Background: an optimization exercise with open tools, aiming at small area. Do not read the settings as production practice.
Only simulation tests tie the RTL to the original design; equivalence was not proved.

==> 11-03: inputs <==
## top_module
module top_module (
    input         clk, rstn,
    input         pkt_vd,
    input         re0, re1, re2,
    input  [7:0]  din,
    output        vo0, vo1, vo2,
    output        busy, error,
    output [7:0]  dout0, dout1, dout2
);
==> module fifo, before the edit <==
module fifo (
    input            clk,
    input            rstn,
    input            we,
    input            re,
    input            soft_rst,
    input      [7:0] din,
    output reg [7:0] dout,
    output           full,
    output           empty
);
    reg [3:0] wr_pt, rd_pt;
    reg       wrap;                  
    reg [7:0] mem [15:0];
    wire same = (wr_pt == rd_pt);
    assign empty = same & ~wrap;
    assign full  = same &  wrap;
    wire do_wr = we & ~full;
    wire do_rd = re & ~empty;
    always @(posedge clk) begin
        if (!rstn || soft_rst) begin
            wr_pt <= 4'd0;
            rd_pt <= 4'd0;
            wrap  <= 1'b0;
        end else begin
            if (do_rd) rd_pt <= rd_pt + 4'd1;
            if (do_wr) wr_pt <= wr_pt + 4'd1;
            wrap <= wrap ^ (do_wr & (&wr_pt)) ^ (do_rd & (&rd_pt));
        end
    end
    always @(posedge clk)
        if (do_wr) mem[wr_pt] <= din;
    always @(posedge clk) begin
        if (!rstn || soft_rst)
            dout <= 8'd0;
        else if (do_rd)
            dout <= mem[rd_pt];
    end
endmodule
==> module synchronizer_block, before the edit <==
module synchronizer_block (
    input        clk, rstn,
    input        detect_addr, write_enb_reg,
    input        re0, re1, re2,
    input        e0, e1, e2,
    input        f0, f1, f2,
    input  [1:0] din,
    output reg   fifo_full,
    output       vo0, vo1, vo2,
    output       sr0, sr1, sr2,
    output reg [2:0] we
);
    reg [1:0] address;
    reg [4:0] count_0, count_1, count_2;
    always @(posedge clk) begin
        if (!rstn)
            address <= 2'b00;
        else if (detect_addr)
            address <= din;
    end
    always @(*) begin
        we = 3'b000;
        if (write_enb_reg)
            case (address)
                2'b00: we = 3'b001;
                2'b01: we = 3'b010;
                2'b10: we = 3'b100;
                default: we = 3'b000;
            endcase
    end
    always @(*) begin
        case (address)
            2'b00: fifo_full = f0;
            2'b01: fifo_full = f1;
            2'b10: fifo_full = f2;
            default: fifo_full = 1'b0;
        endcase
    end
    assign vo0 = ~e0;
    assign vo1 = ~e1;
    assign vo2 = ~e2;
    assign sr0 = &count_0;
    assign sr1 = &count_1;
    assign sr2 = &count_2;
    always @(posedge clk) begin
        if (!rstn || e0 || re0) count_0 <= 5'd0;
        else                    count_0 <= (count_0 + 5'd1) | {4'd0, sr0};
    end
    always @(posedge clk) begin
        if (!rstn || e1 || re1) count_1 <= 5'd0;
        else                    count_1 <= (count_1 + 5'd1) | {4'd0, sr1};
    end
    always @(posedge clk) begin
        if (!rstn || e2 || re2) count_2 <= 5'd0;
        else                    count_2 <= (count_2 + 5'd1) | {4'd0, sr2};
    end
endmodule
clock: 5.0 ns
lec_check: 0
cap_margin: 20
core_margin: 2
core_utilization: 60
cts_buf_list: sky130_fd_sc_hd__clkbuf_2 sky130_fd_sc_hd__clkbuf_4
cts_cluster_size: 20
slew_margin: 20
run.sh (not shown) runs the stock make flow with config.mk's settings and CLKGATE_MAP_FILE= SYNTH_SCRIPT=/design/flow/synth_recipe.tcl, a recipe that flattens the netlist after the stock synthesis.
==> 07-08: changes against 11-03 <==
--- a/flow/design.v
+++ b/flow/design.v
@@ -11,8 +11,7 @@
 );
-    reg [3:0] wr_pt, rd_pt;
-    reg       wrap;                  
+    reg [4:0] last;
     reg [7:0] mem [15:0];
-    wire same = (wr_pt == rd_pt);
-    assign empty = same & ~wrap;
-    assign full  = same &  wrap;
+    integer i;
+    assign empty = last[4];
+    assign full  = (last == 5'd15);
     wire do_wr = we & ~full;
@@ -20,14 +19,15 @@
     always @(posedge clk) begin
-        if (!rstn || soft_rst) begin
-            wr_pt <= 4'd0;
-            rd_pt <= 4'd0;
-            wrap  <= 1'b0;
-        end else begin
-            if (do_rd) rd_pt <= rd_pt + 4'd1;
-            if (do_wr) wr_pt <= wr_pt + 4'd1;
-            wrap <= wrap ^ (do_wr & (&wr_pt)) ^ (do_rd & (&rd_pt));
+        if (!rstn || soft_rst)
+            last <= 5'b11111;
+        else if (do_wr && !do_rd)
+            last <= last + 5'd1;
+        else if (do_rd && !do_wr)
+            last <= last - 5'd1;
+    end
+    always @(posedge clk)
+        if (do_wr) begin
+            mem[0] <= din;
+            for (i = 1; i < 16; i = i + 1)
+                mem[i] <= mem[i-1];
         end
-    end
-    always @(posedge clk)
-        if (do_wr) mem[wr_pt] <= din;
     always @(posedge clk) begin
@@ -36,3 +36,3 @@
         else if (do_rd)
-            dout <= mem[rd_pt];
+            dout <= mem[last[3:0]];
     end
@@ -198,8 +198,8 @@
     assign vo2 = ~e2;
-    assign sr0 = &count_0;
-    assign sr1 = &count_1;
-    assign sr2 = &count_2;
+    assign sr0 = (count_0 == 5'b10000);
+    assign sr1 = (count_1 == 5'b10000);
+    assign sr2 = (count_2 == 5'b10000);
     always @(posedge clk) begin
         if (!rstn || e0 || re0) count_0 <= 5'd0;
-        else                    count_0 <= (count_0 + 5'd1) | {4'd0, sr0};
+        else count_0 <= {count_0[3:0], count_0[4] ^ count_0[1] ^ ~|count_0};
     end
@@ -207,3 +207,3 @@
         if (!rstn || e1 || re1) count_1 <= 5'd0;
-        else                    count_1 <= (count_1 + 5'd1) | {4'd0, sr1};
+        else count_1 <= {count_1[3:0], count_1[4] ^ count_1[1] ^ ~|count_1};
     end
@@ -211,3 +211,3 @@
         if (!rstn || e2 || re2) count_2 <= 5'd0;
-        else                    count_2 <= (count_2 + 5'd1) | {4'd0, sr2};
+        else count_2 <= {count_2[3:0], count_2[4] ^ count_2[1] ^ ~|count_2};
     end
==> flow/flow/run.sh (new file) <==
#!/bin/bash
# The standard layout (standard.sh), with these changes:
#  - synthesis maps the logic with an area-oriented ABC script (flow/area.abc)
#    and without ORFS's half/full-adder extraction; the rest of the synthesis
#    script is the standard flow's own, so the registers are the standard synthesis's;
#  - no pre-placement timing repair at floorplan (REMOVE_ABC_BUFFERS=1): it
#    upsizes cells against unplaced, unbuffered wire loads;
#  - clock tree: clkbuf_4 sink clusters of up to 10 flops, no dummy loads;
#  - port buffers use the smallest buffer cell (buf_1).
# Each tool's full output goes to ORFS's logs; make's output to standard.log.
set -euo pipefail
HERE=$(pwd)
cat flow/abc_override.tcl synth_recipe.tcl > my_synth.tcl
sed "s#SYNTH_SCRIPT=[^ ]*#SYNTH_SCRIPT=$HERE/my_synth.tcl#" standard.sh > my_standard.sh
export MY_ABC_SCRIPT=$HERE/flow/area.abc
export ADDER_MAP_FILE=
export REMOVE_ABC_BUFFERS=1
export CTS_ARGS="-sink_clustering_enable -repair_clock_nets -buf_list sky130_fd_sc_hd__clkbuf_8 -dont_use_dummy_load -sink_clustering_size 20 -sink_clustering_max_diameter 30"
export BUFFER_PORTS_ARGS="-buffer_cell sky130_fd_sc_hd__buf_1"
bash my_standard.sh > standard.log 2>&1
==> flow/flow/abc_override.tcl (new file) <==
# Map the combinational logic with an area-oriented ABC script (flow/area.abc)
# instead of ORFS's delay-driven one. Everything else in synthesis is unchanged.
proc abc {args} {
  set i [lsearch -exact $args -script]
  if { $i >= 0 } { set args [lreplace $args $i [expr {$i + 1}] -script $::env(MY_ABC_SCRIPT)] }
  set i [lsearch -exact $args -D]
  if { $i >= 0 } { set args [lreplace $args $i [expr {$i + 1}]] }
  yosys abc {*}$args
}
==> flow/flow/area.abc (new file) <==
strash
&get -n
&st
&dch
&nf -a -R 1000 -Q 100 -C 32
&put
mfs2 -a
strash
&get -n
&st
&dch
&nf -a -R 1000 -Q 100 -C 32
&put
mfs2 -a
strash
&get -n
&st
&dch
&nf -a -R 1000 -Q 100 -C 32
&put
==> flow/standard.sh (new file) <==
#!/bin/bash
# synth_recipe.tcl (not shown) runs the flow's synth.tcl, then flattens the netlist and writes it again
# the make line also repeats each setting of config.mk as NAME=value (left out here)
make -C /OpenROAD-flow-scripts/flow DESIGN_CONFIG=/design/flow/config.mk WORK_HOME=/design/flow/orfs CLKGATE_MAP_FILE= SYNTH_SCRIPT=/design/flow/synth_recipe.tcl "${@:-finish}"
- CTS_BUF_LIST: sky130_fd_sc_hd__clkbuf_2 sky130_fd_sc_hd__clkbuf_4 -> default
- CTS_CLUSTER_SIZE: 20 -> default
- PLACE_DENSITY: default -> 0.8
removed: flow/run.sh
==> flow_metrics.env <==
export IMPL_nonClockBufferCount=67
export IMPL_outcome="finished clean"
export IMPL_post_dp_cell_area_sq_um=18080
export IMPL_viasPerCell=6.726
export IMPL_start_util=0.6046
export IMPL_tightest_slew_ns=1.085
export IMPL_groute_layer_met1_usage=0.3543
export IMPL_synthTopCellsByCount="edfxtp_1 (400), nor2_1 (88), a222oi_1 (83)"
export IMPL_skew_ns=0.08703
export IMPL_synth_xor_area_frac=0.01781
export IMPL_clock_latency_ns=0.62
the above is filed under 07-08

==> flow_metrics.env <==
export IMPL_outcome="finished clean"
export IMPL_tightest_slew_ns=1.096
export IMPL_setup_viol=0
export IMPL_clock_latency_ns=0.79
export IMPL_fin_tns_setup_ns=0
export IMPL_skew_ns=0.04287
export IMPL_nonClockBufferCount=66
export IMPL_synthTopCellsByCount="edfxtp_1 (400), mux4_2 (120), nor2_1 (100)"
export IMPL_synth_xor_area_frac=0.02619
export IMPL_busiest_layer="met2"
export IMPL_start_util=0.6136
export IMPL_post_dp_cell_area_sq_um=20920
export IMPL_viasPerCell=5.888
export IMPL_p_sw_uw=2128
the above is filed under 11-03

what the ideal ports hide:
In the flow no input, the clock included, has a driving cell. The finished layouts below were timed again as built, in two steps. Step 1 (the two cells are an assumption about what drives the block):
set clk [get_ports {clk}]
set_driving_cell -lib_cell sky130_fd_sc_hd__clkbuf_16 $clk
set_driving_cell -lib_cell sky130_fd_sc_hd__buf_2 [delete_from_list [all_inputs] $clk]
Step 2 also shifts input and output timing later by t, the mid clock arrival at the registers, as if the neighbouring blocks saw the same clock. Slacks: ideal / step 1 / step 2; pairs: ideal / step 1.
run | shift t [ns] | setup slack, ns | hold slack, ns | worst register clock-pin slew, ns
11-03 | 0.811 | 0.805 / 0.760 / 1.535 | 0.475 / 0.475 / 0.475 | 0.07 / 0.07
07-08 | 0.605 | 1.570 / 1.570 / 1.570 | 0.393 / 0.393 / 0.393 | 0.08 / 0.08
After both steps every run listed still meets setup and hold.
